Source: an optimization exercise on an open RTL-to-GDS flow (aim: small area, a short achievable clock period and few clock cycles). Production flows keep margins and buffers that such runs may drop.
RTL that was checked went through simulation tests only; none was proved equivalent to the original.
No functional check of the RTL was part of run 2.

[flow/design.v]
`timescale 1ns / 1ps
module queens(
	input clk,
	input reset,
	input [4:0] n,
	output reg [31:0] result,
	input [4:0] row_query,
	output [4:0] row_result
    );
	parameter N = 31;
	parameter N2 = 63;
	parameter logN = 4;
	parameter logN2 = 5;
	reg [logN:0] column;  
	reg [logN:0] row [N:0];  
	reg [N:0] Rused;  
	reg [N2:0] D1used;  
	reg [N2:0] D2used;  
	reg finished;
	reg [logN:0] first_solution [N:0];  
	reg first_solution_found;
	wire [logN:0] currow = row[column];
	wire backward_needed = (currow == n) || (column == n);  
	wire [logN2:0] D1_check = currow + column;
	wire [logN2:0] D2_check = n+column-currow;
	wire forward_possible = (~(Rused[currow] || D1used[D1_check] || D2used[D2_check])) && ~backward_needed;
	wire solution_found = (column == n);
	wire [31:0] next_result = solution_found ? result+1 : result;
	wire [logN:0] next_currow = (currow == n) ? 0 : currow + 1;
	wire [logN:0] next_column = forward_possible ? column+1 : (backward_needed ? column-1 : column);
	wire next_finished = backward_needed && (column == 0);  
	wire edit_needed = forward_possible || backward_needed;
	wire [logN:0] edit_column = forward_possible ? column : next_column;  
	wire [logN:0] edit_row = forward_possible ? currow : row[next_column]-1;  
	wire edit_value = forward_possible ? 1 : 0;
	wire [logN:0] R_index = edit_needed ? edit_row : n;  
	wire [logN2:0] D1_index = edit_needed ? (edit_row + edit_column) : N2;  
	wire [logN2:0] D2_index = edit_needed ? (n + edit_column - edit_row) : N2;  
	always @ (posedge clk, posedge reset)
	begin
		if(reset)
		begin
			result <= 0;
			Rused <= 0;
			D1used <= 0;
			D2used <= 0;
			row[0] <= 0; row[1] <= 0; row[2] <= 0; row[3] <= 0; row[4] <= 0; row[5] <= 0; row[6] <= 0; row[7] <= 0;
			row[8] <= 0; row[9] <= 0; row[10] <= 0; row[11] <= 0; row[12] <= 0; row[13] <= 0; row[14] <= 0; row[15] <= 0;
			row[16] <= 0; row[17] <= 0; row[18] <= 0; row[19] <= 0; row[20] <= 0; row[21] <= 0; row[22] <= 0; row[23] <= 0;
			row[24] <= 0; row[25] <= 0; row[26] <= 0; row[27] <= 0; row[28] <= 0; row[29] <= 0; row[30] <= 0; row[31] <= 0;
			first_solution[0] <= 0; first_solution[1] <= 0; first_solution[2] <= 0; first_solution[3] <= 0; first_solution[4] <= 0; first_solution[5] <= 0; first_solution[6] <= 0; first_solution[7] <= 0;
			first_solution[8] <= 0; first_solution[9] <= 0; first_solution[10] <= 0; first_solution[11] <= 0; first_solution[12] <= 0; first_solution[13] <= 0; first_solution[14] <= 0; first_solution[15] <= 0;
			first_solution[16] <= 0; first_solution[17] <= 0; first_solution[18] <= 0; first_solution[19] <= 0; first_solution[20] <= 0; first_solution[21] <= 0; first_solution[22] <= 0; first_solution[23] <= 0;
			first_solution[24] <= 0; first_solution[25] <= 0; first_solution[26] <= 0; first_solution[27] <= 0; first_solution[28] <= 0; first_solution[29] <= 0; first_solution[30] <= 0; first_solution[31] <= 0;
			first_solution_found <= 0;
			column <= 0;
			finished <= 0;
		end
		else
		begin
			if(~finished)
			begin
				result <= next_result;
				row[column] <= next_currow;
				column <= next_column;
				Rused[R_index] <= edit_value;
				D1used[D1_index] <= edit_value;
				D2used[D2_index] <= edit_value;
				finished <= next_finished;
				if(solution_found && ~first_solution_found)
				begin
					first_solution[0] <= row[0]; first_solution[1] <= row[1]; first_solution[2] <= row[2]; first_solution[3] <= row[3];
					first_solution[4] <= row[4]; first_solution[5] <= row[5]; first_solution[6] <= row[6]; first_solution[7] <= row[7];
					first_solution[8] <= row[8]; first_solution[9] <= row[9]; first_solution[10] <= row[10]; first_solution[11] <= row[11];
					first_solution[12] <= row[12]; first_solution[13] <= row[13]; first_solution[14] <= row[14]; first_solution[15] <= row[15];
					first_solution[16] <= row[16]; first_solution[17] <= row[17]; first_solution[18] <= row[18]; first_solution[19] <= row[19];
					first_solution[20] <= row[20]; first_solution[21] <= row[21]; first_solution[22] <= row[22]; first_solution[23] <= row[23];
					first_solution[24] <= row[24]; first_solution[25] <= row[25]; first_solution[26] <= row[26]; first_solution[27] <= row[27];
					first_solution[28] <= row[28]; first_solution[29] <= row[29]; first_solution[30] <= row[30]; first_solution[31] <= row[31];
					first_solution_found <= 1;
				end
			end
		end
	end
	assign row_result = finished ? first_solution[row_query] : row[row_query];
endmodule
`timescale 1ns / 1ps
module queenController(
    input [4:0] n,
    input [1:0] outSel,
    input reset,
    output [7:0] outNum,
    input sysClk,
	 output [31:0] result,
	 input [4:0] row_query,
	 output [4:0] row_result
    );
	wire calcClk = sysClk;
	queens queenSolver(.clk(calcClk), .reset(reset), .n(n), .result(result), .row_query(row_query), .row_result(row_result));
	assign outNum = outSel[1] ? (outSel[0] ? result[31:24] : result[23:16]) : (outSel[0] ? result[15:8] : result[7:0]);
endmodule
[flow/run.sh]
#!/bin/bash
# synth_recipe.tcl (not shown) runs the flow's synth.tcl, then flattens the netlist and writes it again
# the make line also repeats each setting of config.mk as NAME=value (left out here)
make -C /OpenROAD-flow-scripts/flow DESIGN_CONFIG=/design/flow/config.mk WORK_HOME=/design/flow/orfs CLKGATE_MAP_FILE= SYNTH_SCRIPT=/design/flow/synth_recipe.tcl finish
[flow/config.mk]
export PLATFORM = sky130hd
export DESIGN_NAME = queenController
export DESIGN_NICKNAME = queenController
export VERILOG_FILES = /design/flow/design.v
export SDC_FILE = /design/flow/constraint.sdc
export NUM_CORES = 4
export LEC_CHECK = 0
export CAP_MARGIN = 20
export CORE_MARGIN = 2
export CORE_UTILIZATION = 40
export SLEW_MARGIN = 20
[flow/constraint.sdc]
create_clock -name core_clock -period 12.0 [get_ports {sysClk}]
set_input_delay 2.4000 -clock core_clock [delete_from_list [all_inputs] [get_ports {sysClk}]]
set_output_delay 2.4000 -clock core_clock [all_outputs]
set_load 0.01 [all_outputs]
==> results of run 1 <==
## sequential cells by signal (all words and copies together) (netlist names)
name and flops:
queenSolver.row 160, queenSolver.column 5, queenSolver.first_solution 160, queenSolver.finished 1
queenSolver.result 32, queenSolver.D2used 64, queenSolver.first_solution_found 1, queenSolver.Rused 32
queenSolver.D1used 64
## final cells by class
class	instances	area, um2	area share [%]
Clock inverter	35	399	1.13
Multi-Input combinational cell	2224	15900	44.9
Tap cell	969	1210	3.43
Sequential cell	519	13000	36.7
Antenna cell	1	2.50	0.00707
Clock buffer	73	1610	4.55
Timing Repair Buffer	358	2990	8.44
Inverter	78	300	0.848
## cells in the mapped netlist, types with 8 or more instances
| library cell | n | share of area, % |
|---|---|---|
| sky130_fd_sc_hd__nand3b_1 | 21 | 0.53 |
| sky130_fd_sc_hd__a221oi_1 | 77 | 2.3 |
| sky130_fd_sc_hd__ha_1 | 44 | 1.8 |
| sky130_fd_sc_hd__o211ai_1 | 16 | 0.40 |
| sky130_fd_sc_hd__buf_2 | 32 | 0.54 |
| sky130_fd_sc_hd__dfrtp_1 | 519 | 44 |
| sky130_fd_sc_hd__nand4_1 | 65 | 1.4 |
| sky130_fd_sc_hd__nor4_1 | 25 | 0.53 |
| sky130_fd_sc_hd__buf_6 | 9 | 0.34 |
| sky130_fd_sc_hd__o21ai_0 | 286 | 4.8 |
| sky130_fd_sc_hd__xor2_1 | 18 | 0.53 |
| sky130_fd_sc_hd__xnor2_1 | 58 | 1.7 |
| sky130_fd_sc_hd__nand2b_1 | 19 | 0.40 |
| sky130_fd_sc_hd__a22oi_1 | 49 | 1.2 |
| sky130_fd_sc_hd__inv_1 | 77 | 0.97 |
| sky130_fd_sc_hd__a21o_1 | 9 | 0.23 |
| sky130_fd_sc_hd__mux2_2 | 206 | 7.8 |
| sky130_fd_sc_hd__a32oi_1 | 10 | 0.29 |
| sky130_fd_sc_hd__mux2i_1 | 52 | 1.7 |
| sky130_fd_sc_hd__clkbuf_1 | 130 | 1.6 |
| sky130_fd_sc_hd__mux4_2 | 57 | 4.3 |
| sky130_fd_sc_hd__fa_1 | 12 | 0.81 |
| sky130_fd_sc_hd__a21oi_1 | 57 | 0.96 |
| sky130_fd_sc_hd__o32ai_1 | 8 | 0.24 |
| sky130_fd_sc_hd__and3_1 | 24 | 0.50 |
| sky130_fd_sc_hd__o21ai_1 | 10 | 0.17 |
| sky130_fd_sc_hd__a22o_1 | 80 | 2.4 |
| sky130_fd_sc_hd__o41ai_1 | 9 | 0.26 |
| sky130_fd_sc_hd__nand2_1 | 516 | 6.5 |
| sky130_fd_sc_hd__nand3_1 | 69 | 1.2 |
| sky130_fd_sc_hd__buf_1 | 13 | 0.16 |
| sky130_fd_sc_hd__and4_1 | 9 | 0.26 |
| sky130_fd_sc_hd__o31ai_1 | 11 | 0.28 |
| sky130_fd_sc_hd__and2_1 | 36 | 0.76 |
| sky130_fd_sc_hd__a31oi_1 | 12 | 0.25 |
| sky130_fd_sc_hd__o22ai_1 | 17 | 0.36 |
| sky130_fd_sc_hd__mux2_1 | 9 | 0.34 |
| sky130_fd_sc_hd__a32o_1 | 8 | 0.27 |
| sky130_fd_sc_hd__nor2b_1 | 12 | 0.25 |
| sky130_fd_sc_hd__nor3_1 | 42 | 0.71 |
| sky130_fd_sc_hd__nor2_1 | 121 | 1.5 |
## final timing paths
kind / from / to / slack [ns] / cells past startpoint
setup / recovery: queenSolver.column[0] / queenSolver.D2used[1] / 0.28 / 45
hold / removal: queenSolver.D2used[27] / queenSolver.D2used[27] / 0.48 / 2
setup reg to reg: queenSolver.column[0] / queenSolver.D2used[1] / 0.28 / 45
hold reg to reg: queenSolver.D2used[27] / queenSolver.D2used[27] / 0.48 / 2
max in group asynchronous: reset / queenSolver.D1used[29] / 7.90 / 4
min in group asynchronous: reset / queenSolver.Rused[21] / 2.04 / 2
## through the flow
stage | util [%] | worst slack [ns] | cells
after floorplan | - | 0.00107 | 3010
after global placement | 44.9 | 0.154 | 4143
after detailed placement | 44.9 | 0.0149 | 4143
after CTS | 47.6 | 0.102 | 4251
after global routing | 47.8 | 0.000528 | 4257
final | 47.8 | 0.276 | 4257
## cells by family after synthesis
logic type / synth area share, %
xor gates and xnor gates: 2.29
AOI/OAI and AO/OA: 17.5
and+or+nand+nor: 15.9
DFF: 43.6
adders and majority gates: 2.66
buffers and inverters: 3.79
muxes: 14.2
## critical path, delay by kind of cell (launching register included)
kind                       cells  cell delay, ns
DFF                            1            0.49
xor gates and xnor gates       1            0.27
and+or+nand+nor               13            3.18
AOI/OAI and AO/OA             12            2.30
muxes                          3            1.28
buffers and inverters          8            1.26
adders and majority gates      8            2.75
## timing repair
item	in CTS	in global routing
setup buffers	0	5
gates resized for setup	0	21
setup endpoints to repair	0	127
## metal layers
| metal | wire length [um] | track usage, % | share of wire (%) |
|---|---|---|---|
| met5 | 13 | 0 | 0.0099 |
| met4 | 7120 | 15.2 | 5.4 |
| met3 | 15300 | 10.1 | 12 |
| met2 | 55100 | 49.2 | 42 |
| met1 | 54200 | 46.6 | 41 |
==> summary.txt, run 1 <==
- The count of standard-cell rows is 100.
- The detailed router finished its first iteration with 3545 violations.
- The clock-pin slew reported for the worst setup and hold paths after clock tree synthesis is 0.07 ns.
- The number of antenna violations at the first check in global routing is 6.
- Of the available clock period, the critical path in the final layout requires 97.7%.
- Counting the buffers created by CTS gives 59.
- A synthesized cell averages 9.89 um2.
- Once detail routing completed, the nets flagged for antenna violations numbered 0.
- The worst path required time is 12.50 ns.
- The global-route congestion overflow total is 0.
- The shortest clock period the worst path allows after layout is 11.72 ns.
- After synthesis, the netlist uses 101 different library cells.
- The net count of the finished layout is 3310.
- The placed instances occupy a cell area of 33300 um2.
- The ratio of routed vias to standard cells is 6.46.
- Setup repair after global routing left no endpoint under its margin.
- The number of standard cells after synthesis is 3010.
- Among the stages of the critical path, the cell type that occurs most often is sky130_fd_sc_hd__ha_1.
- The detailed-route wire length per cell is 31.0 um.
- After synthesis, flip-flops and latches occupy 43.6% of the total area.
- The total clock sinks is 519.
- The kind of critical path is reg -> reg.
- The worst pin sits at a relative slew slack of 11.0%.
- The startpoint kind of the worst setup timing path is a flop.
- The detailed placer's ending HPWL is 93500 um.
- The Yosys step of the flow raised 3 warnings.
- Among all stages on the critical path, the largest delay is contributed by sky130_fd_sc_hd__or4_4.
- Pin placement for this block handled 59 I/O pins.
- The number of buffers on the longest clock path is 3.
- The area enclosed by the die boundary is 76700 um2.
- Data on the critical path arrives at its endpoint at 12.22 ns.
- Setup violations remaining at the end of the flow were counted as 0.
- For this run, design rule violations remaining after detail routing come to 0.
- The post-route worst hold slack is 0.476 ns.
- Along the worst path, the maximum fanout reaches 9.
- For this run, the leading register cell type out of synthesis is sky130_fd_sc_hd__dfrtp_1.
- At the end of routability-driven placement, the weighted congestion stood at 1.09.
- Setup total negative slack on the finished layout was measured at 0 ns.
- STA classifies the critical path endpoint as a flop.
- The maximum clock frequency is 85.3 MHz.
- The clock reaches the later pin of the worst-skew pair after 0.63 ns.
- The run finished with no timing, DRC or antenna violations.
- The die outline width is 277 um.
- The number of failing hold endpoints at the final stage came to 0.
- The count of pins over their slew limit came to 0.
- The post-synthesis to final-layout area growth is 18.8%.
- TritonCTS built the clock tree.
- The layout has 6870 filler cells.
- The delay of the slowest critical-path stage is 0.63 ns.
- The tool flagged a number of max-cap violations equal to 0.
- Between clock sinks in the finished design, the worst skew comes to 0.0368 ns.
- At the pin with the least slew margin, the transition time is 1.34 ns.
- The height of the die is 277 um.
- The final wirelength is 132000 um.
- The library cells used most frequently in the layout, excluding fill and tap cells, are sky130_fd_sc_hd__nand2_1, sky130_fd_sc_hd__dfrtp_1, sky130_fd_sc_hd__buf_4.
- The initial utilization of the core area, before any placement, comes to 40.2%.
- The clock tree root driver cell is sky130_fd_sc_hd__clkbuf_16.
- The number of nets in the synthesized netlist is 3080.
- Counting flops and latches in the post-synthesis netlist gives 519.
- CTS built an H-tree with a depth of 2.
- The first global-routing pass estimated 191000 um of wire.
- The region available for standard cell placement spans 74100 um2.
- After routing the design area is 35400 um2.
- The number of hold buffers added after cts is 0.
- Counting flops with a built-in enable in the synthesized netlist gives 0.
- Detailed routing inserted a total of 27500 vias.
- The total standard cell area after synthesis is 29800 um2.
- The number of global-route vias before repair is 26900.
- The class of the tightest hold or removal check is reg -> reg.
- The total global routing track utilization is 33.9%.
- The post-route netlist has 23.1% of its cells at a drive strength greater than 1.
- The pin count of the biggest net entering global routing is 161.
- During placement, the flow inserted port buffers numbering 58.
- Before antenna repair, the detailed router went through 6 iterations.
- The share of flip-flops with an asynchronous set or reset after synthesis is 100%.
Testbench counts, summed over its fixed seeds: cycles 3,905,824.
==> inputs of run 2 (changes only) <==
==> flow/design.v (replaced) <==
`timescale 1ns / 1ps
module queens(
	input clk,
	input reset,
	input [4:0] n,
	output reg [31:0] result,
	input [4:0] row_query,
	output [4:0] row_result
    );
	reg [4:0] column;
	reg [4:0] cur;
	reg [4:0] rn;
	reg [4:0] Q [0:30];
	reg [4:0] FS [0:30];
	reg [30:0] Rused;    
	reg [60:0] D1used;   
	reg [61:0] D2used;   
	reg finished;
	reg found;
	integer i;
	wire [4:0] cm1 = column - 5'd1;
	wire [4:0] qa [0:31];
	wire [4:0] fa [0:31];
	genvar g;
	generate for (g = 0; g < 31; g = g + 1) begin : rd
		assign qa[g] = Q[g];
		assign fa[g] = FS[g];
	end endgenerate
	assign qa[31] = 5'd0;
	assign fa[31] = 5'd0;
	wire [4:0] prev = qa[cm1];
	wire sol = (column == n);
	wire exh = (cur == n);
	wire back = sol | exh;
	wire [4:0] er = back ? prev - 5'd1 : cur;
	wire [4:0] ec = back ? cm1 : column;
	wire [5:0] e1 = er + ec;
	wire [5:0] e2 = n + ec - er;
	wire [31:0] r_vec = {1'b0, Rused};
	wire [63:0] d1_vec = {3'b0, D1used};
	wire [63:0] d2_vec = {2'b0, D2used[61:1], 1'b0};
	wire r_bit = r_vec[er];
	wire d1_bit = d1_vec[e1];
	wire d2_bit = d2_vec[e2];
	wire blocked = r_bit | d1_bit | d2_bit;
	wire fwd = ~back & ~blocked;
	wire edit = back | ~blocked;
	always @(posedge clk, posedge reset)
	begin
		if (reset) begin
			result <= 0;
			Rused <= 0;
			D1used <= 0;
			D2used <= 0;
			column <= 0;
			cur <= 0;
			rn <= 0;
			finished <= 0;
			found <= 0;
		end else if (~finished) begin
			if (sol) begin
				result <= result + 1;
				rn <= (rn == n) ? 5'd0 : rn + 5'd1;
				found <= 1'b1;
			end
			if (fwd) begin
				column <= column + 5'd1;
				cur <= 5'd0;
			end else if (back) begin
				column <= cm1;
				cur <= prev;
			end else
				cur <= cur + 5'd1;
			finished <= back & (column == 0);
			for (i = 0; i < 31; i = i + 1) if (edit && er == i) Rused[i] <= ~back;
			for (i = 0; i < 61; i = i + 1) if (edit && e1 == i) D1used[i] <= ~back;
			for (i = 1; i < 62; i = i + 1) if (edit && e2 == i) D2used[i] <= ~back;
		end
	end
	always @(posedge clk)
	begin
		if (~finished) begin
			for (i = 0; i < 31; i = i + 1) begin
				if (fwd && column == i) Q[i] <= cur + 5'd1;
				if (sol && ~found) FS[i] <= Q[i];
			end
		end
	end
	wire [4:0] q_rd = qa[row_query];
	wire [4:0] fs_rd = fa[row_query];
	wire [4:0] live = (row_query < column) ? q_rd :
	                  (row_query == column && ~sol) ? cur :
	                  (row_query == n) ? rn : 5'd0;
	wire [4:0] done = (found && row_query < n) ? fs_rd : 5'd0;
	assign row_result = finished ? done : live;
endmodule
`timescale 1ns / 1ps
module queenController(
    input [4:0] n,
    input [1:0] outSel,
    input reset,
    output [7:0] outNum,
    input sysClk,
    output [31:0] result,
    input [4:0] row_query,
    output [4:0] row_result
    );
	queens queenSolver(.clk(sysClk), .reset(reset), .n(n), .result(result), .row_query(row_query), .row_result(row_result));
	assign outNum = outSel[1] ? (outSel[0] ? result[31:24] : result[23:16]) : (outSel[0] ? result[15:8] : result[7:0]);
endmodule
==> summary.txt, run 2 <==
- Run status: timing/DRC/antenna clean (unchanged).
- The clock tree root driver cell is sky130_fd_sc_hd__clkbuf_16 (unchanged).
- The remaining number of nets flagged by the antenna check after routing is 0 (unchanged).
- The final weighted congestion in routability-driven placement was 0.981 (was 1.09).
- Largest cells by area after synthesis: sky130_fd_sc_hd__edfxtp_1, sky130_fd_sc_hd__dfrtp_1, sky130_fd_sc_hd__a31oi_1 (was sky130_fd_sc_hd__dfrtp_1, sky130_fd_sc_hd__mux2_2, sky130_fd_sc_hd__nand2_1).
- The fraction of final layout cells with drive strength greater than 1 came to 11.8% (was 23.1%).
- The post-synthesis to final-layout area growth was 13.9% (was 18.8%).
- The count of pins over their slew limit came to 0 (unchanged).
- The fraction of the mapped netlist area in simple logic gates came to 10.9% (was 15.9%).
- The number of hold buffers added after cts came to 0 (unchanged).
- The most prevalent standard cell on the critical path is sky130_fd_sc_hd__inv_1 (was sky130_fd_sc_hd__ha_1).
- The die outline width is 258 um (was 277 um).
- The most frequent standard cell in the layout excluding fill and tap cells is sky130_fd_sc_hd__edfxtp_1.
- The adder and majority cell fraction of the synthesized area is 1.98% (was 2.66%).
- The data arrival time at the worst-slack endpoint is 10.87 ns (was 12.22 ns).
- The global-route congestion overflow total is 0 (unchanged).
- The total via count after detailed routing came to 21200 (was 27500).
- The worst path required time was 12.25 ns (was 12.50 ns).
- The count of standard-cell rows was 93 (was 100).
- The synthesis-stage register bit count is 512 (was 519).
- The global-route wire length before repair was 141000 um (was 191000 um).
- The detailed placer's ending HPWL is 67300 um (was 93500 um).
- The normalized max-slew margin came to 29.7% (was 11.0%).
- Most frequent cells after synthesis: sky130_fd_sc_hd__edfxtp_1, sky130_fd_sc_hd__a31oi_1, sky130_fd_sc_hd__dfrtp_1 (was sky130_fd_sc_hd__dfrtp_1, sky130_fd_sc_hd__nand2_1, sky130_fd_sc_hd__o21ai_0).
- The delay of the slowest critical-path stage came to 1.22 ns (was 0.63 ns).
- The ratio of routed vias to standard cells is 6.73 (was 6.46).
- The antenna diode count is 0 (was 1).
- The part of the cycle the worst path needs was 88.5% (was 97.7%).
- The number of H-tree levels was 2 (unchanged).
- The height of the die was 258 um (was 277 um).
- The total of warnings raised by yosys was 3 (unchanged).
- RSZ-0062 raised after global routing: false (unchanged).
- The dominant register cell in the synthesized netlist is sky130_fd_sc_hd__edfxtp_1 (was sky130_fd_sc_hd__dfrtp_1).
- The TritonCTS clock tree is yes (unchanged).
- The area enclosed by the die boundary is 66700 um2 (was 76700 um2).
- The setup slack after placement was 1.52 ns (was 0.0149 ns).
- The post-layout worst setup margin was 1.38 ns (was 0.276 ns).
- The class of the tightest hold or removal check is reg -> reg (unchanged).
- The total standard cell area after synthesis is 25900 um2 (was 29800 um2).
- The total negative setup slack is 0 ns (unchanged).
- The insertion delay to the later sink of the worst-skew pair is 0.63 ns (about the same).
- The number of resized instances in the post-cts repair step came to 0 (unchanged).
- The core footprint is 64200 um2 (was 74100 um2).
- The most common cell in the netlist is sky130_fd_sc_hd__edfxtp_1 (was sky130_fd_sc_hd__dfrtp_1).
- The number of global-route vias before repair came to 20200 (was 26900).
- The detailed router's first-iteration violation count is 3010 (was 3545).
- The clock-pin slew reported for the worst setup and hold paths after clock tree synthesis is 0.07 ns (about the same).
- Registers with the most flip-flops: queenSolver.FS (155), queenSolver.Q (155) (was queenSolver.first_solution (160), queenSolver.row (160)).
- The pin count of the biggest net entering global routing is 164 (was 161).
- The multiplexer fraction of the synthesized cell area is 6.36% (was 14.2%).
- The average instance area after synthesis is 11.6 um2 (was 9.89 um2).
- The setup slack of the most critical reg-to-reg path was 1.38 ns (was 0.28 ns).
- The total global routing track utilization is 28.6% (was 33.9%).
- The startpoint kind of the worst setup timing path is a flop (unchanged).
- The total clock sinks is 512 (was 519).
- The compound-gate portion of the synthesized area came to 19.4% (was 17.5%).
- The detailed-routing iteration count for the pre-antenna-repair pass is 8 (was 6).
- The max-cap check violation count came to 0 (unchanged).
- The kind of critical path is reg -> reg (unchanged).
- The slew at the pin closest to its max-slew limit is 1.05 ns (was 1.34 ns).
- The library cell occupying the most area in the post-synthesis netlist is sky130_fd_sc_hd__edfxtp_1 (was sky130_fd_sc_hd__dfrtp_1).
- The final wirelength is 96700 um (was 132000 um).
- The final worst clock skew was 0.0360 ns (was 0.0368 ns).
- The post-route worst hold slack is 0.505 ns (was 0.476 ns).
- The fill cell instance count of the final layout came to 5855 (was 6870).
- The distinct cell type count after synthesis is 99 (was 101).
- The number of failing hold endpoints at the final stage came to 0 (unchanged).
- Commonest cells after routing, fill and taps aside: sky130_fd_sc_hd__edfxtp_1, sky130_fd_sc_hd__a31oi_1, sky130_fd_sc_hd__dfrtp_1 (was sky130_fd_sc_hd__nand2_1, sky130_fd_sc_hd__dfrtp_1, sky130_fd_sc_hd__buf_4).
- The count of flip-flops with a built-in enable after synthesis is 310 (was 0).
- The number of post-CTS setup repair buffers is 0 (unchanged).
- The biggest fanout along the worst timing path is 30 (was 9).
- The kind of end point of the critical path is a flop (unchanged).
- The number of DRC violations after detailed routing is 0 (unchanged).
- The number of antenna violations at the first check in global routing came to 2 (was 6).
- The total setup violations reported at the end of the flow is 0 (unchanged).
- The initial core utilization is 40.3% (was 40.2%).
- The number of buffers created by CTS is 56 (was 59).
- The dominant combinational cell family by area after synthesis is compound AO/OA/AOI/OAI gates (unchanged).
- The maximum clock frequency is 94.1 MHz (was 85.3 MHz).
- The number of buffers on the longest clock path is 3 (unchanged).
- The number of I/O pins is 59 (unchanged).
- The shortest clock period the worst path allows after layout is 10.62 ns (was 11.72 ns).
- The number of nets produced by synthesis is 2271 (was 3080).
- The number of buffers inserted by port buffering is 58 (unchanged).
- The cell at the slowest stage of the critical path is sky130_fd_sc_hd__fa_1 (was sky130_fd_sc_hd__or4_4).
- The number of nets in the layout came to 2305 (was 3310).
- The number of standard cells after synthesis is 2220 (was 3010).
- The area fraction of the dominant cell type after synthesis is 36.0% (was 43.6%).
- The sequential area share after synthesis is 55.5% (was 43.6%).
- The detailed-route wire length per cell is 30.6 um (was 31.0 um).
- The share of flip-flops with an asynchronous set or reset after synthesis is 39.5% (was 100%).
- The XOR/XNOR share of the synthesized area is 2.39% (was 2.29%).
run 2: changes by cell type after synthesis, moves of 190 or more:
| cell | before | now |
|---|---|---|
| sky130_fd_sc_hd__edfxtp_1 | 0 | 310 |
| sky130_fd_sc_hd__nand2_1 | 516 | 105 |
| sky130_fd_sc_hd__a31oi_1 | 12 | 202 |
| sky130_fd_sc_hd__mux2_2 | 206 | 9 |
| sky130_fd_sc_hd__dfrtp_1 | 519 | 202 |
| sky130_fd_sc_hd__o21ai_0 | 286 | 39 |
run 2: stage by stage:
| stage | cells | utilization (%) | cell area, um2 |
|---|---|---|---|
| after floorplan | 2220 | - | 25900 |
| after global placement | 3051 | 42.7 | 27400 |
| after detailed placement | 3051 | 42.7 | 27500 |
| after CTS | 3156 | 45.8 | 29400 |
| after global routing | 3156 | 45.9 | 29500 |
| final | 3156 | 45.9 | 29500 |
run 2: cell type report:
type,instances,area (um2),area share [%]
Timing Repair Buffer,123,1090,3.69
Tap cell,855,1070,3.63
Sequential cell,512,14400,48.8
Clock buffer,71,1580,5.37
Inverter,49,191,0.650
Clock inverter,34,403,1.37
Multi-Input combinational cell,1512,10800,36.5
run 2: metal layers:
layer | share of wire [%] | track usage, % | wire length (um) | vias to the layer above
met5 | 0.017 | 0 | 16 | -
met4 | 5.3 | 13.2 | 5170 | 2
met1 | 39 | 38.9 | 37800 | 10600
met2 | 45 | 44.7 | 43900 | 1403
met3 | 10 | 5.07 | 9810 | 273
li1 | - | - | - | 8921
run 2: kinds of logic (layout without fill, tap and decap cells):
kind of cell / after synthesis / after routing
buffers and inverters: 196 / 277
and+or+nand+nor: 573 / 573
muxes: 109 / 109
DFF: 512 / 512
adders and majority gates: 38 / 38
xor gates and xnor gates: 69 / 69
AOI/OAI and AO/OA: 723 / 723
run 2: final timing paths:
kind,from,end,depth (start not counted)
worst max-delay path,queenSolver.column[1],queenSolver.Q[25][3],28
min in group asynchronous,reset,queenSolver.D1used[15],2
worst max register to register,queenSolver.column[1],queenSolver.Q[25][3],28
worst min register to register,queenSolver.Q[0][4],queenSolver.FS[0][4],0
max in group asynchronous,reset,queenSolver.Rused[14],3
worst min-delay path,queenSolver.Q[0][4],queenSolver.FS[0][4],0
run 2: critical path, delay by kind of cell, from the launching register on:
kind / cells / cell delay [ns]
muxes: 3 / 1.01
buffers and inverters: 6 / 1.39
AOI/OAI and AO/OA: 8 / 2.37
and+or+nand+nor: 7 / 2.25
adders and majority gates: 4 / 2.58
DFF: 1 / 0.63
==> inputs of run 3 (changes only) <==
--- a/flow/design.v
+++ b/flow/design.v
@@ -13,7 +13,7 @@
 	reg [4:0] Q [0:30];
 	reg [4:0] FS [0:30];
-	reg [30:0] Rused;    
-	reg [60:0] D1used;   
-	reg [61:0] D2used;   
+	reg [30:0] Rused;
+	reg [60:0] A;
+	reg [60:0] B;
 	reg finished;
 	reg found;
@@ -33,17 +33,16 @@
 	wire exh = (cur == n);
 	wire back = sol | exh;
-	wire [4:0] er = back ? prev - 5'd1 : cur;
-	wire [4:0] ec = back ? cm1 : column;
-	wire [5:0] e1 = er + ec;
-	wire [5:0] e2 = n + ec - er;
-	wire [31:0] r_vec = {1'b0, Rused};
-	wire [63:0] d1_vec = {3'b0, D1used};
-	wire [63:0] d2_vec = {2'b0, D2used[61:1], 1'b0};
-	wire r_bit = r_vec[er];
-	wire d1_bit = d1_vec[e1];
-	wire d2_bit = d2_vec[e2];
-	wire blocked = r_bit | d1_bit | d2_bit;
+	wire [30:0] occ = Rused | {1'b0, A[60:31]} | {B[29:0], 1'b0};
+	wire [31:0] occ_vec = {1'b0, occ};
+	wire [4:0] pr = prev - 5'd1;
+	reg [30:0] S, C;
+	always @* begin
+		for (i = 0; i < 31; i = i + 1) begin
+			S[i] = (cur == i);
+			C[i] = (pr == i);
+		end
+	end
+	wire blocked = occ_vec[cur];
 	wire fwd = ~back & ~blocked;
-	wire edit = back | ~blocked;
 	always @(posedge clk, posedge reset)
 	begin
@@ -51,6 +50,6 @@
 			result <= 0;
 			Rused <= 0;
-			D1used <= 0;
-			D2used <= 0;
+			A <= 0;
+			B <= 0;
 			column <= 0;
 			cur <= 0;
@@ -73,7 +72,13 @@
 				cur <= cur + 5'd1;
 			finished <= back & (column == 0);
-			for (i = 0; i < 31; i = i + 1) if (edit && er == i) Rused[i] <= ~back;
-			for (i = 0; i < 61; i = i + 1) if (edit && e1 == i) D1used[i] <= ~back;
-			for (i = 1; i < 62; i = i + 1) if (edit && e2 == i) D2used[i] <= ~back;
+			if (fwd) begin
+				Rused <= Rused | S;
+				A <= {1'b0, A[60:1]} | {S, 30'd0};
+				B <= {B[59:0], 1'b0} | {30'd0, S};
+			end else if (back) begin
+				Rused <= Rused & ~C;
+				A <= {A[59:0], 1'b0} & ~{C[29:0], 31'd0};
+				B <= {1'b0, B[60:1]} & ~{31'd0, C[30:1]};
+			end
 		end
 	end
--- a/flow/config.mk
+++ b/flow/config.mk
@@ -9,3 +9,4 @@
 export CORE_MARGIN = 2
 export CORE_UTILIZATION = 40
+export SETUP_SLACK_MARGIN = 5
 export SLEW_MARGIN = 20
==> summary.txt, run 3 <==
- The maximum clock frequency is 142 MHz (was 94.1 MHz).
- The number of buffer and inverter instances along the worst setup path is 5 (was 6).
- The final worst clock skew is 0.0408 ns (was 0.0360 ns).
- The total via count after detailed routing is 19200 (was 21200).
- The count of pins over their slew limit is 0 (unchanged).
- Most frequent cells after synthesis: sky130_fd_sc_hd__edfxtp_1, sky130_fd_sc_hd__dfrtp_1, sky130_fd_sc_hd__nand2_1 (was sky130_fd_sc_hd__edfxtp_1, sky130_fd_sc_hd__a31oi_1, sky130_fd_sc_hd__dfrtp_1).
- The kind of critical path is in -> out (was reg -> reg).
- The library cell occupying the most area in the post-synthesis netlist is sky130_fd_sc_hd__edfxtp_1 (unchanged).
- The total of warnings raised by yosys is 3 (unchanged).
- Commonest cells after routing, fill and taps aside: sky130_fd_sc_hd__edfxtp_1, sky130_fd_sc_hd__dfrtp_1, sky130_fd_sc_hd__nand2_1 (was sky130_fd_sc_hd__edfxtp_1, sky130_fd_sc_hd__a31oi_1, sky130_fd_sc_hd__dfrtp_1).
- The slew at the pin closest to its max-slew limit is 1.06 ns (was 1.05 ns).
- The clock-pin slew reported for the worst setup and hold paths after clock tree synthesis came to 0.06 ns (was 0.07 ns).
- Traced cell by cell, the critical path runs through clkbuf_4, inv_2, or3_4, nor2_1, buf_6, buf_4, a222oi_1, nand3_1, nor4_4, o22ai_4, buf_2.
- The number of I/O pins is 59 (unchanged).
- The kind of end point of the critical path is an output pin (was flop).
- The post-route standard cell area excluding fillers is 27800 um2 (was 29500 um2).
- The post-route worst hold slack is 0.455 ns (was 0.505 ns).
- The TritonCTS clock tree is yes (unchanged).
- The insertion delay to the later sink of the worst-skew pair is 0.63 ns (about the same).
- The ratio of routed vias to standard cells was 6.56 (was 6.73).
- The global-route wire length before repair came to 130000 um (was 141000 um).
- The part of the cycle the worst path needs was 58.6% (was 88.5%).
- The total clock sinks is 512 (unchanged).
- The cell at the slowest stage of the critical path is sky130_fd_sc_hd__nor4_4 (was sky130_fd_sc_hd__fa_1).
- The synthesis-stage register bit count is 512 (unchanged).
- The fraction of final layout cells with drive strength greater than 1 is 14.1% (was 11.8%).
- The number of global-route vias before repair came to 18500 (was 20200).
- The final weighted congestion in routability-driven placement came to 0.973 (was 0.981).
- RSZ-0062 raised after global routing: true (was false).
- The number of standard cells after synthesis came to 2016 (was 2220).
- The average instance area after synthesis came to 11.8 um2 (was 11.6 um2).
- The number of H-tree levels is 2 (unchanged).
- The initial core utilization was 40.4% (was 40.3%).
- The number of hold buffers added after cts is 0 (unchanged).
- The critical path's top delay family is simple AND/OR/NAND/NOR gates (was adder cells).
- The antenna diode count is 0 (unchanged).
- The data arrival time at the worst-slack endpoint came to 4.63 ns (was 10.87 ns).
- The worst path required time came to 9.60 ns (was 12.25 ns).
- The setup slack of the most critical reg-to-reg path came to 6.18 ns (was 1.38 ns).
- The global-route congestion overflow total is 0 (unchanged).
- The most common cell in the netlist is sky130_fd_sc_hd__edfxtp_1 (unchanged).
- The count of standard-cell rows is 89 (was 93).
- The distinct cell type count after synthesis is 83 (was 99).
- The clock tree root driver cell is sky130_fd_sc_hd__clkbuf_16 (unchanged).
- Registers with the most flip-flops: queenSolver.FS (155), queenSolver.Q (155) (unchanged).
- The number of buffers inserted by port buffering is 58 (unchanged).
- The number of standard cells in the final layout excluding fillers is 2921 (was 3156).
- The biggest fanout along the worst timing path was 6 (was 30).
- The max-cap check violation count is 0 (unchanged).
- The dominant register cell in the synthesized netlist is sky130_fd_sc_hd__edfxtp_1 (unchanged).
- The area enclosed by the die boundary came to 61500 um2 (was 66700 um2).
- The shortest clock period the worst path allows after layout came to 7.03 ns (was 10.62 ns).
- The remaining number of nets flagged by the antenna check after routing came to 0 (unchanged).
- The core footprint came to 58900 um2 (was 64200 um2).
- The most frequent standard cell in the layout excluding fill and tap cells is sky130_fd_sc_hd__edfxtp_1 (unchanged).
- The post-synthesis to final-layout area growth came to 16.8% (was 13.9%).
- Largest cells by area after synthesis: sky130_fd_sc_hd__edfxtp_1, sky130_fd_sc_hd__dfrtp_1, sky130_fd_sc_hd__a22oi_1 (was sky130_fd_sc_hd__edfxtp_1, sky130_fd_sc_hd__dfrtp_1, sky130_fd_sc_hd__a31oi_1).
- The sequential area share after synthesis came to 60.3% (was 55.5%).
- The detailed router's first-iteration violation count is 2423 (was 3010).
- The number of nets produced by synthesis came to 2054 (was 2271).
- The number of failing hold endpoints at the final stage is 0 (unchanged).
- The pin count of the biggest net entering global routing is 161 (was 164).
- The height of the die came to 248 um (was 258 um).
- The total standard cell area after synthesis is 23800 um2 (was 25900 um2).
- The number of buffers created by CTS is 57 (was 56).
- The cell count after placement came to 2795 (was 3051).
- The number of buffers on the longest clock path is 3 (unchanged).
- The detailed placer's ending HPWL came to 60800 um (was 67300 um).
- The normalized max-slew margin came to 29.3% (was 29.7%).
- The number of nets in the layout is 2138 (was 2305).
- The startpoint kind of the worst setup timing path is an input pin (was flop).
- The total setup violations reported at the end of the flow was 0 (unchanged).
- The total negative setup slack is 0 ns (unchanged).
- The count of flip-flops with a built-in enable after synthesis is 310 (unchanged).
- The number of antenna violations at the first check in global routing is 1 (was 2).
- The die outline width is 248 um (was 258 um).
- The delay of the slowest critical-path stage came to 0.53 ns (was 1.22 ns).
- The final wirelength is 89300 um (was 96700 um).
- The share of flip-flops with an asynchronous set or reset after synthesis is 39.5% (unchanged).
- The detailed-route wire length per cell is 30.6 um (about the same).
- The number of DRC violations after detailed routing is 0 (unchanged).
- The detailed-routing iteration count for the pre-antenna-repair pass is 8 (unchanged).
- The class of the tightest hold or removal check is reg -> reg (unchanged).
- The total global routing track utilization is 29.1% (was 28.6%).
- Run status: timing/DRC/antenna clean (unchanged).
- The area fraction of the dominant cell type after synthesis is 39.1% (was 36.0%).
- The cell area after placement was 25500 um2 (was 27500 um2).
==> run 3: layout make-up <==
class | count | area (um2)
repair buffers | 139 | 1250
fillers | 5278 | 31100
flip-flops and latches | 512 | 14400
multi-input cells | 1362 | 9250
inverters | 28 | 109
clock buffers | 76 | 1610
well taps | 773 | 967
clock inverters | 31 | 263
==> run 3: worst paths after layout <==
check,depth (start not counted),startpoint,end
min in group asynchronous,2,reset,queenSolver.result[21]
min reg2reg,0,queenSolver.Q[8][4],queenSolver.FS[8][4]
max in group asynchronous,3,reset,queenSolver.B[52]
min,0,queenSolver.Q[8][4],queenSolver.FS[8][4]
max reg2reg,13,queenSolver.column[1],queenSolver.Rused[18]
max,11,row_query[0],row_result[4]
==> run 3: cell families (layout without fill, tap and decap cells) <==
family                     Yosys count  in the layout  synth area share, %
adders and majority gates           24             24                 1.26
AOI/OAI and AO/OA                  691            691                 20.6
buffers and inverters              142            274                 2.39
xor gates and xnor gates            55             55                 2.10
DFF                                512            512                 60.3
and+or+nand+nor                    549            549                 10.9
muxes                               43             43                 2.46
==> run 3: repair_timing <==
item,CTS,global route
resized for setup,115,17
cloned,1,0
hold endpoints to repair,0,0
buffers inserted,15,3
endpoints found under the setup margin,5,5
pin swaps,18,17
==> run 3: metrics by stage <==
step	setup slack, ns	utilization, %
global placement	3.85	43.2
floorplan	5.36	-
finish	4.97	47.2
global route	4.95	47.2
detailed placement	3.78	43.2
CTS	5.03	47.0
==> run 3: per-layer routing <==
metal	routed length, um	track usage [%]	up-vias
met1	37300	41.1	9775
met5	0	0	-
met3	8630	6.25	190
li1	-	-	8106
met4	3630	10.5	0
met2	39700	44.2	1092
Testbench counts of run 3, summed over its fixed seeds: cycles 3,905,824.
==> inputs of run 4 (changes only) <==
--- a/flow/config.mk
+++ b/flow/config.mk
@@ -9,4 +9,6 @@
 export CORE_MARGIN = 2
 export CORE_UTILIZATION = 40
+export CTS_CLUSTER_DIAMETER = 80
+export CTS_CLUSTER_SIZE = 35
 export SETUP_SLACK_MARGIN = 5
 export SLEW_MARGIN = 20
==> summary.txt, run 4 <==
- The share of flip-flops with an asynchronous set or reset after synthesis is 39.5% (unchanged).
- Run status: timing/DRC/antenna clean (unchanged).
- The ratio of routed vias to standard cells is 6.60 (was 6.56).
- The max-cap check violation count is 0 (unchanged).
- The post-synthesis to final-layout area growth is 14.3% (was 16.8%).
- The part of the cycle the worst path needs is 58.1% (was 58.6%).
- The total standard cell area after synthesis is 23800 um2 (unchanged).
- The remaining number of nets flagged by the antenna check after routing came to 0 (unchanged).
- The total negative setup slack is 0 ns (unchanged).
- The class of the tightest hold or removal check was reg -> reg (unchanged).
- Largest cells by area after synthesis: sky130_fd_sc_hd__edfxtp_1, sky130_fd_sc_hd__dfrtp_1, sky130_fd_sc_hd__a22oi_1 (unchanged).
- The clock tree root driver cell is sky130_fd_sc_hd__clkbuf_16 (unchanged).
- The slew at the pin closest to its max-slew limit is 1.03 ns (was 1.06 ns).
- The die outline width came to 248 um (unchanged).
- Cell-by-cell listing of the critical path: buf_4, inv_4, or3_4, nor2_4, buf_6, a22o_1, a221oi_2, nand4_1, nor3_4, o31a_1, o22ai_4, buf_2 (was clkbuf_4, inv_2, or3_4, nor2_1, buf_6, buf_4, a222oi_1, nand3_1, nor4_4, o22ai_4, buf_2).
- The detailed-routing iteration count for the pre-antenna-repair pass is 6 (was 8).
- The library cell occupying the most area in the post-synthesis netlist is sky130_fd_sc_hd__edfxtp_1 (unchanged).
- The fraction of final layout cells with drive strength greater than 1 is 12.9% (was 14.1%).
- The global-route wire length before repair was 129000 um (was 130000 um).
- The number of buffer and inverter instances along the worst setup path was 4 (was 5).
- Commonest cells after routing, fill and taps aside: sky130_fd_sc_hd__edfxtp_1, sky130_fd_sc_hd__dfrtp_1, sky130_fd_sc_hd__nand2_1 (unchanged).
- The worst path required time is 9.60 ns (about the same).
- Most frequent cells after synthesis: sky130_fd_sc_hd__edfxtp_1, sky130_fd_sc_hd__dfrtp_1, sky130_fd_sc_hd__nand2_1 (unchanged).
- The number of H-tree levels is 2 (unchanged).
- The maximum clock frequency came to 143 MHz (was 142 MHz).
- The height of the die was 248 um (unchanged).
- The final worst clock skew was 0.0659 ns (was 0.0408 ns).
- The total setup violations reported at the end of the flow is 0 (unchanged).
- The number of nets produced by synthesis came to 2054 (unchanged).
- The count of cell instances traversed by the critical path is 12 (was 11).
- RSZ-0062 raised after global routing: true (unchanged).
- The dominant register cell in the synthesized netlist is sky130_fd_sc_hd__edfxtp_1 (unchanged).
- The startpoint kind of the worst setup timing path is an input pin (unchanged).
- The total area of multi-input combinational cells is 9260 um2 (was 9250 um2).
- The pin count of the biggest net entering global routing is 161 (unchanged).
- The worst-case reg-to-reg path depth is 13 (unchanged).
- The distinct cell type count after synthesis was 83 (unchanged).
- The cell count after placement is 2795 (unchanged).
- The global-route congestion overflow total is 0 (unchanged).
- The count of pins over their slew limit was 0 (unchanged).
- The biggest fanout along the worst timing path came to 6 (unchanged).
- The detailed placer's ending HPWL is 60800 um (unchanged).
- The sequential cell area is 14400 um2 (unchanged).
- The final wirelength came to 88800 um (was 89300 um).
- The shortest clock period the worst path allows after layout was 6.98 ns (was 7.03 ns).
- The setup slack of the most critical reg-to-reg path is 6.26 ns (was 6.18 ns).
- The synthesis-stage register bit count was 512 (unchanged).
- The detailed router's first-iteration violation count is 2585 (was 2423).
- The TritonCTS clock tree was yes (unchanged).
- The worst flop-to-flop path endpoint was queenSolver.Rused[18] (unchanged).
- The insertion delay to the later sink of the worst-skew pair is 0.62 ns (was 0.63 ns).
- The number of buffers inserted by port buffering came to 58 (unchanged).
- The clock-pin slew reported for the worst setup and hold paths after clock tree synthesis is 0.10 ns (was 0.06 ns).
- The total clock sinks came to 512 (unchanged).
- The kind of end point of the critical path is an output pin (unchanged).
- The count of flip-flops with a built-in enable after synthesis is 310 (unchanged).
- The start point of the worst min-delay path is queenSolver.Q[8][4] (unchanged).
- The startpoint of the worst-slack reg-to-reg timing path is queenSolver.column[1] (unchanged).
- The number of cells on the worst hold path is 0 (unchanged).
- The number of buffers created by CTS is 34 (was 57).
- The worst hold endpoint is queenSolver.FS[8][4] (unchanged).
- The number of antenna violations at the first check in global routing came to 2 (was 1).
- The area fraction of the dominant cell type after synthesis was 39.1% (unchanged).
- The sequential area share after synthesis is 60.3% (unchanged).
- The number of failing hold endpoints at the final stage came to 0 (unchanged).
- The number of buffers on the longest clock path is 3 (unchanged).
- The count of standard-cell rows is 89 (unchanged).
- The initial core utilization was 40.4% (unchanged).
- The normalized max-slew margin came to 30.8% (was 29.3%).
- The number of standard cells in the final layout excluding fillers was 2876 (was 2921).
- The core footprint is 58900 um2 (unchanged).
- The number of DRC violations after detailed routing is 0 (unchanged).
- The critical path's top delay family is simple AND/OR/NAND/NOR gates (unchanged).
- The number of standard cells after synthesis is 2016 (unchanged).
- The total global routing track utilization is 29.0% (was 29.1%).
- The number of nets in the layout came to 2115 (was 2138).
- The area enclosed by the die boundary is 61500 um2 (unchanged).
- The detailed-route wire length per cell is 30.9 um (was 30.6 um).
- The kind of critical path was in -> out (unchanged).
- The antenna diode count is 0 (unchanged).
- The number of I/O pins is 59 (unchanged).
- The data arrival time at the worst-slack endpoint is 4.58 ns (was 4.63 ns).
- The fill cell instance count of the final layout is 5308 (was 5278).
- The final weighted congestion in routability-driven placement is 0.973 (unchanged).
- The total of warnings raised by yosys is 3 (unchanged).
- The delay of the slowest critical-path stage is 0.42 ns (was 0.53 ns).
- The total via count after detailed routing was 19000 (was 19200).
- The cell at the slowest stage of the critical path is sky130_fd_sc_hd__or3_4 (was sky130_fd_sc_hd__nor4_4).
- Registers with the most flip-flops: queenSolver.FS (155), queenSolver.Q (155) (unchanged).
- The most frequent standard cell in the layout excluding fill and tap cells is sky130_fd_sc_hd__edfxtp_1 (unchanged).
- The most common cell in the netlist is sky130_fd_sc_hd__edfxtp_1 (unchanged).
- The number of global-route vias before repair was 18300 (was 18500).
- The average instance area after synthesis is 11.8 um2 (unchanged).
==> run 4: kinds of logic after synthesis <==
family	share of synthesized area [%]
multiplexers	2.46
XOR/XNOR	2.10
adder cells (fa/ha/maj)	1.26
AO/OA/AOI/OAI	20.6
buffers and inverters	2.39
AND/OR/NAND/NOR	10.9
flip-flops	60.3
==> run 4: through the flow <==
stage	area, um2	util, %	worst slack, ns	hold slack, ns
finish	27200	46.2	5.02	0.479
CTS	27000	45.9	5.03	0.478
global placement	25500	43.2	3.85	0.472
detailed placement	25500	43.2	3.78	0.474
floorplan	23800	-	5.36	0.442
global route	27200	46.2	4.97	0.487
==> run 4: worst max path at each step <==
stage                       startpoint             to  slack, ns
after floorplan           row_query[1]  row_result[3]       5.36
after global placement    row_query[1]  row_result[0]       3.85
after detailed placement  row_query[3]  row_result[1]       3.78
after CTS                         n[2]  row_result[1]       5.03
after global routing      row_query[2]  row_result[4]       4.97
final                     row_query[0]  row_result[1]       5.02
==> run 4: metal layers <==
metal	track usage, %	share of wire (%)
met1	41.1	42
met5	0	0.010
met4	9.67	3.5
met2	44.3	45
met3	5.90	9.8
==> run 4: area by class of cell <==
type	count	area share, %
sequential	512	52.8
multi-input combinational	1362	34.0
timing repair buffer	139	4.61
tap	773	3.55
clock buffer	37	3.28
clock inverter	25	1.37
inverter	28	0.409
==> run 4: worst register-to-register path: cells and delay by family, from the launching register on <==
family	cells	cell delay, ns
buffers and inverters	3	1.16
AO/OA/AOI/OAI	4	1.84
XOR/XNOR	1	0.18
AND/OR/NAND/NOR	4	1.64
flip-flops	1	0.60
adder cells (fa/ha/maj)	1	0.18
==> run 4: repair_timing <==
item / in CTS / in global routing
buffers inserted: 9 / 9
setup endpoints to repair: 5 / 5
hold buffers: 0 / 0
pin swaps: 16 / 19
cloned: 1 / 0
hold endpoints to repair: 0 / 0
resized for setup: 114 / 24
==> inputs of run 5 (changes only) <==
--- a/flow/design.v
+++ b/flow/design.v
@@ -19,29 +19,26 @@
 	reg found;
 	integer i;
+	genvar g;
+	wire [154:0] q_flat, fs_flat;
+	generate for (g = 0; g < 31; g = g + 1) begin : fl
+		assign q_flat[5*g +: 5] = Q[g];
+		assign fs_flat[5*g +: 5] = FS[g];
+	end endgenerate
+	wire [31:0] col_oh, cur_oh, rq_oh, prev_oh;
+	queens_dec dec_col(.s(column), .oh(col_oh));
+	queens_dec dec_cur(.s(cur), .oh(cur_oh));
+	queens_dec dec_rq(.s(row_query), .oh(rq_oh));
 	wire [4:0] cm1 = column - 5'd1;
-	wire [4:0] qa [0:31];
-	wire [4:0] fa [0:31];
-	genvar g;
-	generate for (g = 0; g < 31; g = g + 1) begin : rd
-		assign qa[g] = Q[g];
-		assign fa[g] = FS[g];
-	end endgenerate
-	assign qa[31] = 5'd0;
-	assign fa[31] = 5'd0;
-	wire [4:0] prev = qa[cm1];
+	wire [4:0] prev;
+	queens_sel5 sel_prev(.oh(col_oh[31:1]), .d(q_flat), .y(prev));
+	queens_dec dec_prev(.s(prev), .oh(prev_oh));
 	wire sol = (column == n);
 	wire exh = (cur == n);
 	wire back = sol | exh;
 	wire [30:0] occ = Rused | {1'b0, A[60:31]} | {B[29:0], 1'b0};
-	wire [31:0] occ_vec = {1'b0, occ};
-	wire [4:0] pr = prev - 5'd1;
-	reg [30:0] S, C;
-	always @* begin
-		for (i = 0; i < 31; i = i + 1) begin
-			S[i] = (cur == i);
-			C[i] = (pr == i);
-		end
-	end
-	wire blocked = occ_vec[cur];
+	wire [30:0] S = cur_oh[30:0];
+	wire [30:0] C = prev_oh[31:1];    
+	wire blocked;
+	queens_sel1 sel_occ(.oh(S), .d(occ), .y(blocked));
 	wire fwd = ~back & ~blocked;
 	always @(posedge clk, posedge reset)
@@ -87,11 +84,12 @@
 		if (~finished) begin
 			for (i = 0; i < 31; i = i + 1) begin
-				if (fwd && column == i) Q[i] <= cur + 5'd1;
+				if (fwd && col_oh[i]) Q[i] <= cur + 5'd1;
 				if (sol && ~found) FS[i] <= Q[i];
 			end
 		end
 	end
-	wire [4:0] q_rd = qa[row_query];
-	wire [4:0] fs_rd = fa[row_query];
+	wire [4:0] q_rd, fs_rd;
+	queens_sel5 sel_q(.oh(rq_oh[30:0]), .d(q_flat), .y(q_rd));
+	queens_sel5 sel_fs(.oh(rq_oh[30:0]), .d(fs_flat), .y(fs_rd));
 	wire [4:0] live = (row_query < column) ? q_rd :
 	                  (row_query == column && ~sol) ? cur :
@@ -99,4 +97,31 @@
 	wire [4:0] done = (found && row_query < n) ? fs_rd : 5'd0;
 	assign row_result = finished ? done : live;
+endmodule
+module queens_dec(
+	input [4:0] s,
+	output [31:0] oh
+    );
+	genvar g;
+	generate for (g = 0; g < 32; g = g + 1) begin : d
+		assign oh[g] = (s == g);
+	end endgenerate
+endmodule
+module queens_sel5(
+	input [30:0] oh,
+	input [154:0] d,
+	output reg [4:0] y
+    );
+	integer i;
+	always @* begin
+		y = 5'd0;
+		for (i = 0; i < 31; i = i + 1) y = y | ({5{oh[i]}} & d[5*i +: 5]);
+	end
+endmodule
+module queens_sel1(
+	input [30:0] oh,
+	input [30:0] d,
+	output y
+    );
+	assign y = |(oh & d);
 endmodule
 `timescale 1ns / 1ps
--- a/flow/config.mk
+++ b/flow/config.mk
@@ -13,2 +13,3 @@
 export SETUP_SLACK_MARGIN = 5
 export SLEW_MARGIN = 20
+export SYNTH_HIERARCHICAL = 1
==> summary.txt, run 5 <==
- The detailed placer's ending HPWL is 47500 um (was 60800 um).
- The number of H-tree levels is 1 (was 2).
- The detailed-routing iteration count for the pre-antenna-repair pass is 8 (was 6).
- The start point of the worst min-delay path is queenSolver.Q[23][3] (was queenSolver.Q[8][4]).
- The total standard cell area after synthesis is 23200 um2 (was 23800 um2).
- The clock tree root driver cell is sky130_fd_sc_hd__clkbuf_16 (unchanged).
- The shortest clock period the worst path allows after layout is 7.00 ns (was 6.98 ns).
- Commonest cells after routing, fill and taps aside: sky130_fd_sc_hd__edfxtp_1, sky130_fd_sc_hd__nand2_1, sky130_fd_sc_hd__dfrtp_1 (was sky130_fd_sc_hd__edfxtp_1, sky130_fd_sc_hd__dfrtp_1, sky130_fd_sc_hd__nand2_1).
- The area enclosed by the die boundary is 59900 um2 (was 61500 um2).
- The number of buffers on the longest clock path is 3 (unchanged).
- The ratio of routed vias to standard cells was 6.11 (was 6.60).
- The biggest fanout along the worst timing path is 9 (was 6).
- The number of buffers inserted by port buffering is 58 (unchanged).
- The average instance area after synthesis is 11.6 um2 (was 11.8 um2).
- The detailed-route wire length per cell is 23.9 um (was 30.9 um).
- The setup slack after placement was 3.75 ns (was 3.78 ns).
- The worst-case reg-to-reg path depth is 10 (was 13).
- The total via count after detailed routing is 17300 (was 19000).
- The critical path's top delay family is simple AND/OR/NAND/NOR gates (unchanged).
- The cell count after placement is 2757 (was 2795).
- The kind of critical path is in -> out (unchanged).
- The TritonCTS clock tree is yes (unchanged).
- The post-route standard cell area excluding fillers is 26300 um2 (was 27200 um2).
- The number of buffer and inverter instances along the worst setup path came to 2 (was 4).
- The end-of-flow core utilization is 45.7% (was 46.2%).
- The part of the cycle the worst path needs was 58.3% (was 58.1%).
- The sequential cell area is 14400 um2 (about the same).
- The total setup violations reported at the end of the flow is 0 (unchanged).
- The total clock sinks was 512 (unchanged).
- The global-route wire length before repair came to 103000 um (was 129000 um).
- The number of nets in the layout is 2076 (was 2115).
- RSZ-0062 raised after global routing: false (was true).
- The number of hold buffers added after cts is 0 (unchanged).
- The die outline width is 245 um (was 248 um).
- The worst flop-to-flop path endpoint is queenSolver.A[7] (was queenSolver.Rused[18]).
- The count of pins over their slew limit is 0 (unchanged).
- The total global routing track utilization is 22.3% (was 29.0%).
- Registers with the most flip-flops: queenSolver.FS (155), queenSolver.Q (155) (unchanged).
- The startpoint kind of the worst setup timing path is an input pin (unchanged).
- The maximum clock frequency came to 143 MHz (about the same).
- The most frequent standard cell in the layout excluding fill and tap cells is sky130_fd_sc_hd__edfxtp_1 (unchanged).
- The worst path required time is 9.60 ns (about the same).
- The fill cell instance count of the final layout is 5227 (was 5308).
- The total of warnings raised by yosys is 10 (was 3).
- The final worst clock skew came to 0.0472 ns (was 0.0659 ns).
- The cell area after placement is 24500 um2 (was 25500 um2).
- The number of I/O pins came to 59 (unchanged).
- Run status: timing/DRC/antenna clean (unchanged).
- The startpoint of the worst-slack reg-to-reg timing path is queenSolver.cur[4] (was queenSolver.column[1]).
- The data arrival time at the worst-slack endpoint is 4.60 ns (was 4.58 ns).
- The number of DRC violations after detailed routing is 0 (unchanged).
- The post-synthesis to final-layout area growth is 13.4% (was 14.3%).
- The class of the tightest hold or removal check was reg -> reg (unchanged).
- The count of standard-cell rows is 88 (was 89).
- The worst hold endpoint is queenSolver.FS[23][3] (was queenSolver.FS[8][4]).
- The initial core utilization was 40.3% (was 40.4%).
- The global-route congestion overflow total is 0 (unchanged).
- The insertion delay to the later sink of the worst-skew pair was 0.64 ns (was 0.62 ns).
- The final wirelength is 67700 um (was 88800 um).
- The final weighted congestion in routability-driven placement is 0.942 (was 0.973).
- The core footprint is 57500 um2 (was 58900 um2).
- The delay of the slowest critical-path stage is 0.57 ns (was 0.42 ns).
- The number of standard cells after synthesis is 2001 (was 2016).
- The number of cells on the worst hold path is 0 (unchanged).
- The height of the die came to 245 um (was 248 um).
- The number of standard cells in the final layout excluding fillers was 2837 (was 2876).
- The number of nets produced by synthesis is 2030 (was 2054).
- The remaining number of nets flagged by the antenna check after routing is 0 (unchanged).
- The fraction of final layout cells with drive strength greater than 1 was 10.3% (was 12.9%).
- The max-cap check violation count is 0 (unchanged).
- The slew at the pin closest to its max-slew limit came to 1.09 ns (was 1.03 ns).
- The setup slack of the most critical reg-to-reg path came to 7.15 ns (was 6.26 ns).
- The normalized max-slew margin is 27.4% (was 30.8%).
- The cell at the slowest stage of the critical path was sky130_fd_sc_hd__or4_4 (was sky130_fd_sc_hd__or3_4).
- The number of global-route vias before repair is 16400 (was 18300).
- The number of antenna violations at the first check in global routing came to 4 (was 2).
- The total negative setup slack is 0 ns (unchanged).
- The number of failing hold endpoints at the final stage came to 0 (unchanged).
- The total area of multi-input combinational cells is 8600 um2 (was 9260 um2).
- The detailed router's first-iteration violation count is 2303 (was 2585).
- The pin count of the biggest net entering global routing came to 99 (was 161).
- Cell-by-cell listing of the critical path: buf_8, or3b_4, nor2_4, a222oi_1, nand3_1, or4_4, mux2i_1, o21ai_1, buf_2 (was buf_4, inv_4, or3_4, nor2_4, buf_6, a22o_1, a221oi_2, nand4_1, nor3_4, o31a_1, o22ai_4, buf_2).
- The kind of end point of the critical path is an output pin (unchanged).
- The number of buffers created by CTS is 30 (was 34).
- The clock-pin slew reported for the worst setup and hold paths after clock tree synthesis is 0.11 ns (was 0.10 ns).
- The post-layout worst setup margin is 5.00 ns (was 5.02 ns).
==> run 5: per-layer routing <==
layer | share of wire, % | vias up | wire, um | track usage, %
met4 | 1.9 | 4 | 1300 | 5.06
met1 | 45 | 8761 | 30800 | 33.7
met2 | 45 | 765 | 30200 | 33.8
met3 | 7.9 | 93 | 5380 | 3.63
met5 | 0.040 | - | 27 | 0
li1 | - | 7704 | - | -
==> run 5: layout make-up <==
cell class | count | area share (%)
flip-flops and latches | 512 | 54.7
multi-input cells | 1352 | 32.7
well taps | 765 | 3.64
repair buffers | 99 | 3.45
clock buffers | 31 | 2.95
clock inverters | 25 | 1.78
inverters | 52 | 0.762
diodes | 1 | 0.00952
==> run 5: worst max path at each step <==
stage,endpoint,depth (start not counted),from
3_5_place_dp,row_result[1],10,row_query[3]
3_3_place_gp,row_result[0],10,row_query[3]
2_1_floorplan,row_result[2],9,row_query[4]
4_1_cts,row_result[2],10,row_query[3]
5_1_grt,row_result[0],10,row_query[1]
6_report,row_result[0],9,row_query[0]
==> run 5: worst register-to-register path: stages, from the launching register on <==
cell                       delay [ns]
sky130_fd_sc_hd__dfrtp_1         0.61
sky130_fd_sc_hd__nand2b_1        0.39
sky130_fd_sc_hd__nor2_1          0.18
sky130_fd_sc_hd__a222oi_1        0.55
sky130_fd_sc_hd__nand3_1         0.13
sky130_fd_sc_hd__or4_1           0.88
sky130_fd_sc_hd__nor3_4          0.32
sky130_fd_sc_hd__buf_4           0.39
sky130_fd_sc_hd__buf_4           0.78
sky130_fd_sc_hd__nand2_1         0.33
sky130_fd_sc_hd__a31oi_1         0.23
==> run 5: through the flow <==
stage	hold WS, ns
after detailed placement	0.465
after global routing	0.488
after global placement	0.460
after CTS	0.481
final	0.483
after floorplan	0.448
==> run 5: repair_timing <==
action / 4_1_cts / 5_1_grt
buffers inserted: 16 / 4
pin swaps: 13 / 14
hold endpoints to repair: 0 / 0
setup endpoints to repair: 5 / 5
gates resized for setup: 121 / 30
gates cloned: 1 / 1
Testbench counts of run 5, summed over its fixed seeds: cycles 3,905,824.

-- afterwards: timing with drivers on the ports --
How much do the figures lean on ideal ports? The routed layouts below were timed once more, with nothing changed but the port constraints.
Step 1 sets driving cells, clkbuf_16 on the clock port and buf_2 on the other inputs (assumed; they add their load-dependent delay and slew).
Step 2, shift: input delay + t, output delay - t, t = (earliest + latest rising clock arrival at the registers) / 2. This alone moves slack from input paths to output paths.
Slacks: ideal ports / drivers / drivers and shift; pairs: ideal ports / drivers.
run | t (ns) | setup WS [ns] | slew at the worst register clock pin (ns)
run 1 | 0.682 | 0.276 / 0.276 / 0.012 | 0.07 / 0.07
run 2 | 0.676 | 1.377 / 1.377 / 1.377 | 0.07 / 0.07
run 3 | 0.675 | 4.966 / 4.946 / 4.946 | 0.07 / 0.07
run 4 | 0.647 | 5.025 / 5.000 / 5.000 | 0.11 / 0.11
run 5 | 0.679 | 5.004 / 4.908 / 4.908 | 0.12 / 0.12
After both steps setup and hold are still met in every run listed. The setup slack of run 1, which loses most, moves by 0.000 ns with the drivers and by -0.264 ns with both steps.
